This design comes from an exercise in tuning for small area, a short achievable clock period and few clock cycles per item on the open sky130 flow, not from production work.
Where RTL was checked, it was by simulation tests only, not by an equivalence proof against the original.
No activity file was given, so power comes from the tool's default toggle rates.

// sorter_top
module sorter_top (
    input  wire          clk,
    input  wire          rst_n,
    input  wire          load_en,
    input  wire [15:0]   data_in,
    input  wire          clear,
    output wire          out_vld,
    output wire [511:0]  data_out,
    output wire [159:0]  idx_out
);
==> flow/config.mk <==
export PLATFORM = sky130hd
export DESIGN_NAME = sorter_top
export DESIGN_NICKNAME = sorter_top
export VERILOG_FILES = /design/flow/design.v
export SDC_FILE = /design/flow/constraint.sdc
export NUM_CORES = 4
export LEC_CHECK = 0
export CAP_MARGIN = 20
export CORE_MARGIN = 2
export CORE_UTILIZATION = 60
export SETUP_SLACK_MARGIN = 1.9
export SLEW_MARGIN = 20
==> flow/constraint.sdc <==
create_clock -name core_clock -period 4.0 [get_ports {clk}]
set_input_delay 0.8000 -clock core_clock [delete_from_list [all_inputs] [get_ports {clk}]]
set_output_delay 0.8000 -clock core_clock [all_outputs]
set_load 0.01 [all_outputs]
standard.sh (not shown) runs the stock make flow with config.mk's settings and CLKGATE_MAP_FILE= SYNTH_SCRIPT=/design/flow/synth_recipe.tcl, a recipe that flattens the netlist after the stock synthesis.
==> flow/flow/run.sh <==
#!/bin/bash
set -o pipefail
export BUFFER_PORTS_ARGS="-buffer_cell sky130_fd_sc_hd__buf_1"
export CTS_CLUSTER_SIZE=40
export CTS_CLUSTER_DIAMETER=70
bash standard.sh > standard.log 2>&1
Testbench counts at the start, summed over its fixed seeds: cycles 13,432, items 12,288.
Then changed:
==> flow/flow/run.sh (replaced) <==
#!/bin/bash
set -o pipefail
export BUFFER_PORTS_ARGS="-buffer_cell sky130_fd_sc_hd__buf_1"
export CTS_CLUSTER_SIZE=30
export CTS_CLUSTER_DIAMETER=60
bash standard.sh > standard.log 2>&1
Settings changed: CORE_UTILIZATION 60 to 45, SETUP_SLACK_MARGIN 1.9 to 1.75.
Outcome: The new run finished clean. Wire length rose by about 7.5%. Core utilization falls by 18 points. Synthesized area does not change. Fmax goes down by 5.7%.
Then changed:
Settings changed: CORE_UTILIZATION 45 to 60, SETUP_SLACK_MARGIN 1.75 to 1.8.
The changed run ran to the end with no violations.
Flip-flop and latch count does not change.
Cell count is lower by about 5%.
Wire length is lower by about 7%.
Fmax is higher by about 3.7%.
Total power is lower by about 3%.
Setup slack gets better by 0.082 ns.
Critical path depth is higher by 3.
Cell area is lower by 2.1%.
Then changed:
Settings changed: CORE_UTILIZATION 60 to 40.
The changed run completed with no timing, DRC or antenna violations.
Cell area rose by 3.2%.
Global-route usage is lower by 13 points.
Routed wire length climbs by 7.3%.
Critical path depth fell by 5.
Die area increases by 49%.
Hold slack improves by 0.061 ns.
Clock skew is about the same.
Sequential power barely changes.
Area after synthesis does not change.


== alpha ==
sorter_top, a different RTL version from the one above (not shown whole).
Size: about 4,500 cells after synthesis, roughly 690 I/O pins.
export LEC_CHECK = 0
export CAP_MARGIN = 20
export CORE_MARGIN = 2
export CORE_UTILIZATION = 40
export SETUP_SLACK_MARGIN = 1.9
export SLEW_MARGIN = 20
create_clock -name core_clock -period 4.0 [get_ports {clk}]
==> flow/flow/run.sh <==
#!/bin/bash
set -o pipefail
export BUFFER_PORTS_ARGS="-buffer_cell sky130_fd_sc_hd__buf_2"
bash standard.sh > standard.log 2>&1
The final layout from alpha, which completed every stage, passed the timing, DRC and antenna checks at the end of the flow.
#### Input delta (beta over alpha)
==> flow/flow/run.sh <==
#!/bin/bash
set -o pipefail
export BUFFER_PORTS_ARGS="-buffer_cell sky130_fd_sc_hd__buf_1"
export CTS_CLUSTER_SIZE=40
export CTS_CLUSTER_DIAMETER=80
bash standard.sh > standard.log 2>&1
## What came out
Diff alpha -> beta: critical path depth now sits higher; count of antenna diodes in the layout has decreased.
beta gives less final worst slack than alpha did.
beta gives less minimum hold slack than alpha did.
From alpha to beta the numbers moved as follows: non-filler instance count after layout went down; number of CTS-inserted buffers went down.
No functional check of the RTL was part of any run of this note.


RTL: one of the versions met above, not the one the previous note started from.
Size: about 4600 cells after synthesis, ~780 flip-flops, ~690 I/O pins.
export LEC_CHECK = 0
export CAP_MARGIN = 20
export CORE_MARGIN = 2
export CORE_UTILIZATION = 60
export SETUP_SLACK_MARGIN = 1.8
export SLEW_MARGIN = 20
create_clock -name core_clock -period 4.0 [get_ports {clk}]
==> flow/flow/run.sh <==
#!/bin/bash
set -o pipefail
export BUFFER_PORTS_ARGS="-buffer_cell sky130_fd_sc_hd__buf_1"
export CTS_CLUSTER_SIZE=40
export CTS_CLUSTER_DIAMETER=70
bash standard.sh > standard.log 2>&1
Testbench counts at the start, summed over its fixed seeds: cycles 13,432, items 12,288.
Rerun with:
==> flow/flow/run.sh (replaced) <==
#!/bin/bash
set -o pipefail
export BUFFER_PORTS_ARGS="-buffer_cell sky130_fd_sc_hd__buf_1"
export CTS_CLUSTER_SIZE=30
export CTS_CLUSTER_DIAMETER=60
bash standard.sh > standard.log 2>&1
- SETUP_SLACK_MARGIN: 1.8 -> 2.0
Power came out higher by 21%.
Cell area increases by 17%.
Critical path depth rises by 8.
Setup slack is better by 6.5 ps.
Routed wire length climbs by 13%.


Setup of run a:
Another version of the RTL of sorter_top (not shown whole).
For scale: roughly 4400 cells after synthesis, ~690 I/O pins.
clock: 4.0 ns
lec_check: 0
cap_margin: 20
core_margin: 2
core_utilization: 60
setup_slack_margin: 1.8
slew_margin: 20
==> flow/flow/run.sh <==
#!/bin/bash
set -o pipefail
export BUFFER_PORTS_ARGS="-buffer_cell sky130_fd_sc_hd__buf_1"
export CTS_CLUSTER_SIZE=30
export CTS_CLUSTER_DIAMETER=60
bash standard.sh > standard.log 2>&1
Run a finished end to end and its layout was clean on timing, DRC and antenna.
Modified inputs, run b compared to run a
Settings: changing CORE_UTILIZATION from 60 to 40.
Findings:
Run b reports its worst setup path startpoint as data_in[2] while run a reports u_sorter.nodes[18].node.val[5]$_DFF_P_.
Run a has a lower pin slew with the least headroom to its limit than run b.
Between run b and run a, the area growth from synthesis to layout is higher for run b.
Compared to run a, run b has worst setup slack 0.025 ns higher.
A cell type of the slowest stage on the worst timing path of sky130_fd_sc_hd__a221o_1 is what run b shows, while sky130_fd_sc_hd__dfxtp_1 belongs to run a.
Relative to run a, the internal power component measured on run b has increased by a little under 10%.
Run b gives more die area than run a did.
Run a has a lower power of the clock network than run b.
Going from run a to run b, relative max-transition margin dropped 4.4 points; first-pass GRT wire length climbed 30 mm.
No functional check of the RTL was part of any run of this note.

[static timing again, ports no longer ideal]
The flow's constraints put no driver on any port. The routed layouts listed below were extracted and timed again, unchanged, in two steps. Step 1 assumes that a clkbuf_16 drives the clock port and a buf_2 every other input. Step 2 moves the port delays by t, midway between the first and last clock arrival at a register: inputs arrive t later, outputs are due t later. That takes back most of the time a late clock gives input paths. Three values: ideal, step 1, step 2; two values: the first two.
| run | shift t [ns] | setup WS [ns] | worst setup path after step 2 | cell pins on the clock port's net |
|---|---|---|---|---|
| the first run of note 1 | 0.722 | 1.831 / 1.814 / 1.131 | input to register | 1 |
| the second run of note 1 | 0.720 | 1.701 / 1.701 / 1.106 | input to register | 1 |
| the third run of note 1 | 0.724 | 1.783 / 1.728 / 1.114 | input to register | 1 |
| the fourth run of note 1 | 0.750 | 1.819 / 1.748 / 1.060 | input to register | 1 |
| alpha | 0.746 | 1.707 / 1.707 / 1.506 | input to register | 1 |
| beta | 0.744 | 1.686 / 1.686 / 1.669 | input to register | 1 |
| the first run of note 3 | 0.720 | 1.764 / 1.690 / 1.115 | input to register | 1 |
| the second run of note 3 | 0.752 | 1.771 / 1.593 / 0.841 | input to register | 1 |
| run a | 0.703 | 1.709 / 1.691 / 1.059 | input to register | 1 |
| run b | 0.737 | 1.735 / 1.726 / 1.019 | input to register | 1 |
After both steps every run listed still meets setup and hold. For the second run of note 3, which loses most, drivers alone change the setup slack by -0.178 ns; drivers and shift together by -0.930 ns.
